Background: an optimization exercise with open tools, aiming at small area. Do not read the settings as production practice. The RTL was checked by simulation tests, not by an equivalence proof against the original design. Power is estimated from default activity; no workload was simulated.

## v24
## top
module top(clk, reset, sensor_N, sensor_E, sensor_S, sensor_W, ped_N, ped_E, ped_S, ped_W, emergency_N, emergency_E, emergency_S, emergency_W, green_N, yellow_N, red_N, green_E, yellow_E, red_E, green_S
, yellow_S, red_S, green_W, yellow_W, red_W);
Size: about 190 cells after synthesis, roughly 1700 um^2 of cells after synthesis.
==> flow/config.mk <==
export PLATFORM = sky130hd
export DESIGN_NAME = top
export DESIGN_NICKNAME = top
export VERILOG_FILES = /design/flow/design.v
export SDC_FILE = /design/flow/constraint.sdc
export NUM_CORES = 4
export LEC_CHECK = 0
export CAP_MARGIN = 20
export CORE_MARGIN = 2
export CORE_UTILIZATION = 70
export SLEW_MARGIN = 20
export SYNTH_HIERARCHICAL = 1
export SYNTH_MINIMUM_KEEP_SIZE = 0
==> flow/constraint.sdc <==
create_clock -name core_clock -period 6.0 [get_ports {clk}]
set_input_delay 1.2000 -clock core_clock [delete_from_list [all_inputs] [get_ports {clk}]]
set_output_delay 1.2000 -clock core_clock [all_outputs]
set_load 0.01 [all_outputs]
standard.sh (not shown) runs the stock make flow with config.mk's settings and CLKGATE_MAP_FILE= SYNTH_SCRIPT=/design/flow/synth_recipe.tcl, a recipe that flattens the netlist after the stock synthesis.
==> flow/flow/run.sh <==
#!/bin/bash
# Standard ORFS layout, with two changes: the port buffers are the smallest
# buffer (buf_1), and CTS adds no dummy loads.
set -euo pipefail
bash standard.sh \
  BUFFER_PORTS_ARGS="-buffer_cell sky130_fd_sc_hd__buf_1" \
  CTS_ARGS="-sink_clustering_enable -repair_clock_nets -dont_use_dummy_load -sink_clustering_size 50 -sink_clustering_max_diameter 300 -buf_list sky130_fd_sc_hd__clkbuf_4" \
  finish > standard.log 2>&1
Input changes introduced in v57 (baseline for comparison: v24):
# v24
export LEC_CHECK = 0
export CAP_MARGIN = 20
export CORE_MARGIN = 2
export CORE_UTILIZATION = 70
export SLEW_MARGIN = 20
export SYNTH_HIERARCHICAL = 1
export SYNTH_MINIMUM_KEEP_SIZE = 0
create_clock -name core_clock -period 6.0 [get_ports {clk}]
# v57
export LEC_CHECK = 0
export CAP_MARGIN = 20
export CORE_MARGIN = 2
export CORE_UTILIZATION = 40
export CTS_CLUSTER_DIAMETER = 200
export CTS_CLUSTER_SIZE = 50
export SLEW_MARGIN = 20
export SYNTH_HIERARCHICAL = 1
export SYNTH_MINIMUM_KEEP_SIZE = 0
create_clock -name core_clock -period 6.0 [get_ports {clk}]
==> flow/run.sh (new file) <==
#!/bin/bash
# synth_recipe.tcl (not shown) runs the flow's synth.tcl, then flattens the netlist and writes it again
# the make line also repeats each setting of config.mk as NAME=value (left out here)
make -C /OpenROAD-flow-scripts/flow DESIGN_CONFIG=/design/flow/config.mk WORK_HOME=/design/flow/orfs CLKGATE_MAP_FILE= SYNTH_SCRIPT=/design/flow/synth_recipe.tcl finish
removed: flow/flow/run.sh
removed: flow/standard.sh
### Flow results
- Diff v24 -> v57: final routed wirelength across all metal layers rose 3.1%, via count rose 0.55%, clock power share rose 11 points.
> inputs changed (v57 -> v53)
# v57
export LEC_CHECK = 0
export CAP_MARGIN = 20
export CORE_MARGIN = 2
export CORE_UTILIZATION = 40
export CTS_CLUSTER_DIAMETER = 200
export CTS_CLUSTER_SIZE = 50
export SLEW_MARGIN = 20
export SYNTH_HIERARCHICAL = 1
export SYNTH_MINIMUM_KEEP_SIZE = 0
create_clock -name core_clock -period 6.0 [get_ports {clk}]
# v53
export LEC_CHECK = 0
export CAP_MARGIN = 20
export CORE_MARGIN = 2
export CORE_UTILIZATION = 40
export SLEW_MARGIN = 20
export SYNTH_HIERARCHICAL = 1
export SYNTH_MINIMUM_KEEP_SIZE = 0
create_clock -name core_clock -period 6.0 [get_ports {clk}]
==> flow/flow/run.sh (new file) <==
#!/bin/bash
# Standard ORFS layout, with two changes: the port buffers are the smallest
# buffer (buf_1), and CTS adds no dummy loads.
set -euo pipefail
bash standard.sh \
  BUFFER_PORTS_ARGS="-buffer_cell sky130_fd_sc_hd__buf_1" \
  CTS_ARGS="-sink_clustering_enable -repair_clock_nets -dont_use_dummy_load" \
  finish > standard.log 2>&1
==> flow/standard.sh (new file) <==
#!/bin/bash
# synth_recipe.tcl (not shown) runs the flow's synth.tcl, then flattens the netlist and writes it again
# the make line also repeats each setting of config.mk as NAME=value (left out here)
make -C /OpenROAD-flow-scripts/flow DESIGN_CONFIG=/design/flow/config.mk WORK_HOME=/design/flow/orfs CLKGATE_MAP_FILE= SYNTH_SCRIPT=/design/flow/synth_recipe.tcl "${@:-finish}"
removed: flow/run.sh
--- outcome ---
Going from v57 to v53, the final cell count was found to have gone down by 3. Going from v57 to v53, fraction of area in registers climbed 4.9 points, finished layout cell area dropped 11%, maximum frequency climbed about 14%, number of vias in the routed layout dropped about 2.8%.
#### Input delta (v3 over v53)
==> flow/run.sh (new file) <==
#!/bin/bash
# synth_recipe.tcl (not shown) runs the flow's synth.tcl, then flattens the netlist and writes it again
# the make line also repeats each setting of config.mk as NAME=value (left out here)
make -C /OpenROAD-flow-scripts/flow DESIGN_CONFIG=/design/flow/config.mk WORK_HOME=/design/flow/orfs CLKGATE_MAP_FILE= SYNTH_SCRIPT=/design/flow/synth_recipe.tcl finish
removed: flow/flow/run.sh
removed: flow/standard.sh
Findings:
v3 has completed all stages; timing, DRC and antenna checks passed.
Highest achievable clock rate, v53 and v3: smaller value in v3
The detailed route wirelength on metal3 in v53 is 1.20 times that in v3.
Looking at v53 and v3, the multi-input logic cell count is a wash.
NOTE: core utilization in v3 exceeds that of v53
When v3 is measured against v53, its global-route track usage on met1 turns out 1.2 points higher.
Total internal power (v3 / v53): 1.2
Changes observed in v3 relative to v53: final setup slack of the worst path shows a reduction of 0.45 ns; sum of internal, switching and leakage power shows an increase of about 16%; maximum number of pins on one net before global-route repair shows an increase of 2; clock power shows an increase of about 66%; placed standard-cell area shows an increase of about 10%.
For v49, these inputs were changed with respect to v3:
==> flow/flow/run.sh (new file) <==
#!/bin/bash
# Standard ORFS layout, with two changes: the port buffers are the smallest
# buffer (buf_1), and CTS adds no dummy loads.
set -euo pipefail
bash standard.sh \
  BUFFER_PORTS_ARGS="-buffer_cell sky130_fd_sc_hd__buf_1" \
  CTS_ARGS="-sink_clustering_enable -repair_clock_nets -dont_use_dummy_load -sink_clustering_size 50 -sink_clustering_max_diameter 300 -buf_list sky130_fd_sc_hd__clkbuf_8" \
  finish > standard.log 2>&1
==> flow/standard.sh (new file) <==
#!/bin/bash
# synth_recipe.tcl (not shown) runs the flow's synth.tcl, then flattens the netlist and writes it again
# the make line also repeats each setting of config.mk as NAME=value (left out here)
make -C /OpenROAD-flow-scripts/flow DESIGN_CONFIG=/design/flow/config.mk WORK_HOME=/design/flow/orfs CLKGATE_MAP_FILE= SYNTH_SCRIPT=/design/flow/synth_recipe.tcl "${@:-finish}"
removed: flow/run.sh
Notes after the runs:
- The flow did not stop early for v49: all stages ran, and the layout cleared the timing, DRC and antenna checks.
- On time the final worst path needs with I/O delays and setup, v49 does better than v3.
- Re max-slew violation total from the final report: no difference whatsoever between v3 and v49.
- Per the comparison of v49 with v3, net switching component of the power has decreased; wire length after detailed routing decreased by 6.8% relative to the old numbers; maximum ir drop on the vdd rail has decreased; global routing usage summed across all routing layers lost 0.47 points; power decreased by 14% relative to the old numbers.
- v3 → v49: area of all placed cells without fillers went down; length of routed met2 wiring dropped 11%; hold slack lost 0.0094 ns.
- v3 ended up with sky130_fd_sc_hd__clkdlybuf4s50_1 as its critical-path cell with the highest stage delay; v49 ended up with sky130_fd_sc_hd__o32a_1.
- The higher portion of total power attributed to the clock network came out of v3.

==> what the ideal ports hide <==
The flow's constraints put no driver on any port. The routed layouts listed below were extracted and timed again, unchanged, in two steps. Step 1 sets driving cells, clkbuf_16 on the clock port and buf_2 on the other inputs (assumed; they add their load-dependent delay and slew). Step 2, shift: input delay + t, output delay - t, t = (earliest + latest rising clock arrival at the registers) / 2. This alone moves slack from input paths to output paths. a / b / c = no drivers / after step 1 / after step 2; a / b = the first two.
run | t (ns) | setup WS [ns] | clock arrival spread, ns | cell pins on the clock port's net
v24 | 0.351 | 2.661 / 2.660 / 2.309 | 0.025 / 0.026 | 1
v57 | 0.315 | 2.311 / 2.312 / 1.998 | 0.007 / 0.007 | 1
v53 | 0.304 | 2.762 / 2.764 / 2.460 | 0.016 / 0.016 | 1
v3 | 0.315 | 2.311 / 2.312 / 1.998 | 0.007 / 0.007 | 1
v49 | 0.304 | 2.762 / 2.764 / 2.460 | 0.016 / 0.016 | 1
After both steps setup and hold are still met in every run listed. The setup slack of v24, which loses most, moves by -0.001 ns with the drivers and by -0.352 ns with both steps.
